Background: an optimization exercise with open tools, aiming at small area. Do not read the settings as production practice. Where RTL was checked, it was by simulation tests only, not by an equivalence proof against the original. Power and IR drop assume default switching activity.

Design EggTimer, start of the top module:
module EggTimer(CLOCK_50, KEY, SW, HEX3, HEX2, HEX1, HEX0, LEDR);
	input CLOCK_50;
	input [2:0] KEY;
	input [7:0] SW;
	output [6:0] HEX3;
	output [6:0] HEX2;
	output [6:0] HEX1;
	output [6:0] HEX0;
	output [9:0] LEDR;
	wire clk = CLOCK_50;
	wire reset = ~KEY[0];
	wire set = ~KEY[1];
	wire startStop = ~KEY[2];
	reg [13:0] ca;
	reg ba;
	wire fa = ca[13] ^ (ca[5] & ca[8]);
	wire lastA = (ca[13] & ca[12] & ca[11] & ~ca[10] & ca[9] & ~ca[8] & ~ca[7] & ~ca[4] & ~ca[3] & ~ca[2] & ~ca[1] & ~ca[0]);   
	wire prevA = (~ca[13] & ~ca[12] & ~ca[11] & ~ca[10] & ca[9] & ~ca[8] & ca[7] & ca[6] & ca[3] & ca[2] & ca[1] & ca[0]);   
	wire step = lastA & ~ba;    
	wire pre = prevA & ~ba;     
	always @(posedge clk) begin
		ca <= (reset | lastA) ? 14'd0 : {~ca[12:0], fa};
		ba <= ~reset & (ba ^ lastA);
	end
	reg [13:0] cb;
	reg bb;
	wire fb = cb[13] ^ (cb[5] & cb[8]);
	wire lastB = (cb[13] & cb[10] & cb[9] & cb[8] & cb[7] & cb[5] & ~cb[4] & ~cb[3] & cb[2] & cb[1] & ~cb[0]);   
	always @(posedge clk) begin
		cb <= (reset | lastB) ? 14'd0 : {~cb[12:0], fb};
		bb <= ~reset & (bb ^ lastB);
	end
	reg [3:0] so, mo;
	reg [2:0] st, mt;
	wire zso = (so == 4'd0);
	wire zst = (st == 3'd0);
	wire zmo = (mo == 4'd0);
	wire zmt = (mt == 3'd0);
	wire flat = zso & zst & zmo & zmt;
	reg [2:0] state;
	localparam SS = 3'd0;
	localparam SM1 = 3'd1;
	localparam SM0 = 3'd3;
	localparam SM = 3'd7;
  ...
Size: roughly 260 cells after synthesis, about 50 I/O pins, ~2400 um^2 of cells after synthesis.
export LEC_CHECK = 0
export CAP_MARGIN = 20
export CORE_MARGIN = 2
export CORE_UTILIZATION = 40
export SLEW_MARGIN = 20
create_clock -name core_clock -period 20.0 [get_ports {CLOCK_50}]
standard.sh (not shown) runs the stock make flow with config.mk's settings and CLKGATE_MAP_FILE= SYNTH_SCRIPT=/design/flow/synth_recipe.tcl, a recipe that flattens the netlist after the stock synthesis.
==> flow/flow/run.sh <==
#!/bin/bash
# Own layout flow: the standard layout (standard.sh) with three changes:
#  - synthesis: the standard synthesis runs first (netlist and log kept in
#    std_synth/). Then the same script (flow/synth.tcl) runs once per ABC script
#    in flow/abc/ (area-oriented mappings of the logic between registers), four
#    at a time, each in its own ORFS work folder own_synth/NAME/orfs (logs there
#    and in own_synth/NAME/make.log); the smallest netlist is laid out.
#    Registers are the standard synthesis's cells, and get its instance names
#    (flow/rename_regs.py matches them by the net they drive).
#  - the port buffers use the smallest buffer cell;
#  - clock tree synthesis uses clkbuf_4 and inserts no dummy loads.
# Every tool's output goes to a log file in this folder (std_synth.log,
# own_synth/*/make.log, standard_flow.log and ORFS's logs under orfs/logs/).
set -euo pipefail
W=$PWD
SUB=$FLOW_PLATFORM/EggTimer/base
R=$W/orfs/results/$SUB
L=$W/orfs/logs/$SUB
bash standard.sh synth > std_synth.log 2>&1
mkdir -p std_synth own_synth
cp $R/1_2_yosys.v std_synth/netlist.v
cp $L/1_2_yosys.log std_synth/1_2_yosys.log
export OWN_FLOW_DIR=$W/flow
export OWN_STD_NETLIST=$W/std_synth/netlist.v
one() {
  local s=$1 n; n=$(basename $s .abc)
  mkdir -p $W/own_synth/$n
  if OWN_ABC_SCRIPT=$s bash $W/standard.sh WORK_HOME=$W/own_synth/$n/orfs SYNTH_SCRIPT=$W/flow/synth.tcl synth > $W/own_synth/$n/make.log 2>&1; then
    grep -oE "Chip area for module .*: [0-9.]+" $W/own_synth/$n/orfs/reports/$SUB/synth_stat.txt | awk '{print $NF}' > $W/own_synth/$n/area.txt
  fi
}
i=0
for s in $W/flow/abc/*.abc; do
  one $s &
  i=$((i + 1))
  if (( i % 4 == 0 )); then wait; fi
done
wait
best=""; best_area=""
for s in $W/flow/abc/*.abc; do
  n=$(basename $s .abc)
  if [[ -s own_synth/$n/area.txt ]]; then
    a=$(cat own_synth/$n/area.txt)
    echo "$n $a" >> own_synth/areas.txt
    if [[ -z "$best" ]] || awk "BEGIN{exit !($a < $best_area)}"; then best=$n; best_area=$a; fi
  else
    echo "$n failed" >> own_synth/areas.txt
  fi
done
[[ -n "$best" ]]
echo "best $best $best_area" >> own_synth/areas.txt
rm -f $R/1_synth.odb $R/1_synth.sdc $R/1_2_yosys.v $R/1_2_yosys.sdc
cp own_synth/$best/orfs/results/$SUB/1_2_yosys.v own_synth/$best/orfs/results/$SUB/1_2_yosys.sdc $R/
export OWN_ABC_SCRIPT=$W/flow/abc/$best.abc
export BUFFER_PORTS_ARGS="-buffer_cell sky130_fd_sc_hd__buf_1"
export CTS_ARGS="-sink_clustering_enable -repair_clock_nets -dont_use_dummy_load -buf_list sky130_fd_sc_hd__clkbuf_4"
bash standard.sh SYNTH_SCRIPT=$W/flow/synth.tcl finish > standard_flow.log 2>&1
Other scripts of this flow, unchanged in this note and not shown: flow/flow/abc/j10s0.abc, flow/flow/abc/j10s1.abc, flow/flow/abc/j10s2.abc, flow/flow/abc/j10s3.abc, flow/flow/abc/j200s0.abc, flow/flow/abc/j200s1.abc, flow/flow/abc/j50s0.abc, flow/flow/abc/j50s1.abc, flow/flow/abc/j50s2.abc, flow/flow/abc/j50s3.abc, flow/flow/abc/j50s4.abc, flow/flow/abc/j50s5.abc, flow/flow/abc/j50s6.abc, flow/flow/abc/j50s7.abc, flow/flow/abc/nf2.abc, flow/flow/rename_regs.py, flow/flow/synth.tcl
==> next run, changes <==
--- a/flow/design.v
+++ b/flow/design.v
@@ -118,32 +118,26 @@
 	wire hold = pre & holdsel;
 	always @(posedge clk) begin
 		if (shift) lo <= hi;
 		if (!hold) hi <= c;
 	end
 	wire load = step & loadsel;
 	wire dec = step & decsel & ~flat;
 	wire loadhi = step & ldhisel;   
-	always @(posedge clk) begin
-		if (reset) begin
-			so <= 4'd0; st <= 3'd0; mo <= 4'd0; mt <= 3'd0;
-		end else begin
-			if (load) {st, so} <= lo;
-			else if (dec) begin
-				so <= dso;
-				if (zso) st <= dst;
-			end
-			if (loadhi) {mt, mo} <= hi;
-			else if (dec) begin
-				if (zso & zst) mo <= dmo;
-				if (zso & zst & zmo) mt <= dmt;
-			end
-		end
-	end
+	wire nr = ~reset;
+	wire dst_en = dec & zso, dmo_en = dec & zso & zst, dmt_en = dec & zso & zst & zmo;
+	wire so_l = nr & load, so_d = nr & dec, so_h = nr & ~load & ~dec;
+	always @(posedge clk) so <= ({4{so_l}} & lo[3:0]) | ({4{so_d}} & dso) | ({4{so_h}} & so);
+	wire st_l = nr & load, st_d = nr & dst_en, st_h = nr & ~load & ~dst_en;
+	always @(posedge clk) st <= ({3{st_l}} & lo[6:4]) | ({3{st_d}} & dst) | ({3{st_h}} & st);
+	wire mo_l = nr & loadhi, mo_d = nr & dmo_en, mo_h = nr & ~loadhi & ~dmo_en;
+	always @(posedge clk) mo <= ({4{mo_l}} & hi[3:0]) | ({4{mo_d}} & dmo) | ({4{mo_h}} & mo);
+	wire mt_l = nr & loadhi, mt_d = nr & dmt_en, mt_h = nr & ~loadhi & ~dmt_en;
+	always @(posedge clk) mt <= ({3{mt_l}} & hi[6:4]) | ({3{mt_d}} & dmt) | ({3{mt_h}} & mt);
 	reg led;
 	always @(posedge clk) led <= ledsel & bb;
 	assign LEDR = {10{led}};
 	assign HEX0[0] = (so[0] & ~so[1] & ~so[2] & ~so[3]) | (~so[0] & ~so[1] & so[2]);
 	assign HEX0[1] = (so[0] & ~so[1] & so[2]) | (~so[0] & so[1] & so[2]);
 	assign HEX0[2] = (~so[0] & so[1] & ~so[2]);
 	assign HEX0[3] = (so[0] & ~so[1] & ~so[2]) | (~so[0] & ~so[1] & so[2]) | (so[0] & so[1] & so[2]);
 	assign HEX0[4] = (so[0]) | (~so[1] & so[2]);
Outcome: Clock-buffer cell count does not change; cell area came out lower by 1.1%; fmax came out lower by 4.6%; register-to-register slack improves by 0.12 ns; total power stays flat; critical path depth came out higher by 1; routed wire length came out higher by about 0.5%; non-clock buffer count is unchanged; synthesized area came out lower by about 1.2%; via count came out higher by 1.6%; sequential share of layout area came out higher by 0.58 points; die area came out lower by 1.2%; worst hold slack hardly moves.
Function not checked in the second run of this note: the RTL went through the layout flow alone.

## re-timing with driven ports
The results above use ideal ports. As a check the final layouts listed here were re-extracted and re-timed, cells and wires unchanged. Step 1, drivers: a clkbuf_16 drives CLOCK_50 and a buf_2 each remaining input, both assumed. Step 2, shift: input delay + t, output delay - t, t = (earliest + latest rising clock arrival at the registers) / 2. This alone moves slack from input paths to output paths. a / b / c = ideal / step 1 / step 2; a / b = the first two.
| run | shift t [ns] | setup WS [ns] | clock arrival spread, ns | worst register clock-pin slew, ns | worst slew at a driven data input, ns |
|---|---|---|---|---|---|
| the first run | 0.408 | 14.366 / 14.363 / 13.954 | 0.037 / 0.037 | 0.12 / 0.12 | 0.04 |
| the second run | 0.402 | 14.097 / 14.101 / 13.699 | 0.034 / 0.034 | 0.10 / 0.10 | 0.03 |
After both steps every run listed still meets setup and hold. The setup slack of the first run, which loses most, moves by -0.003 ns with the drivers and by -0.412 ns with both steps.
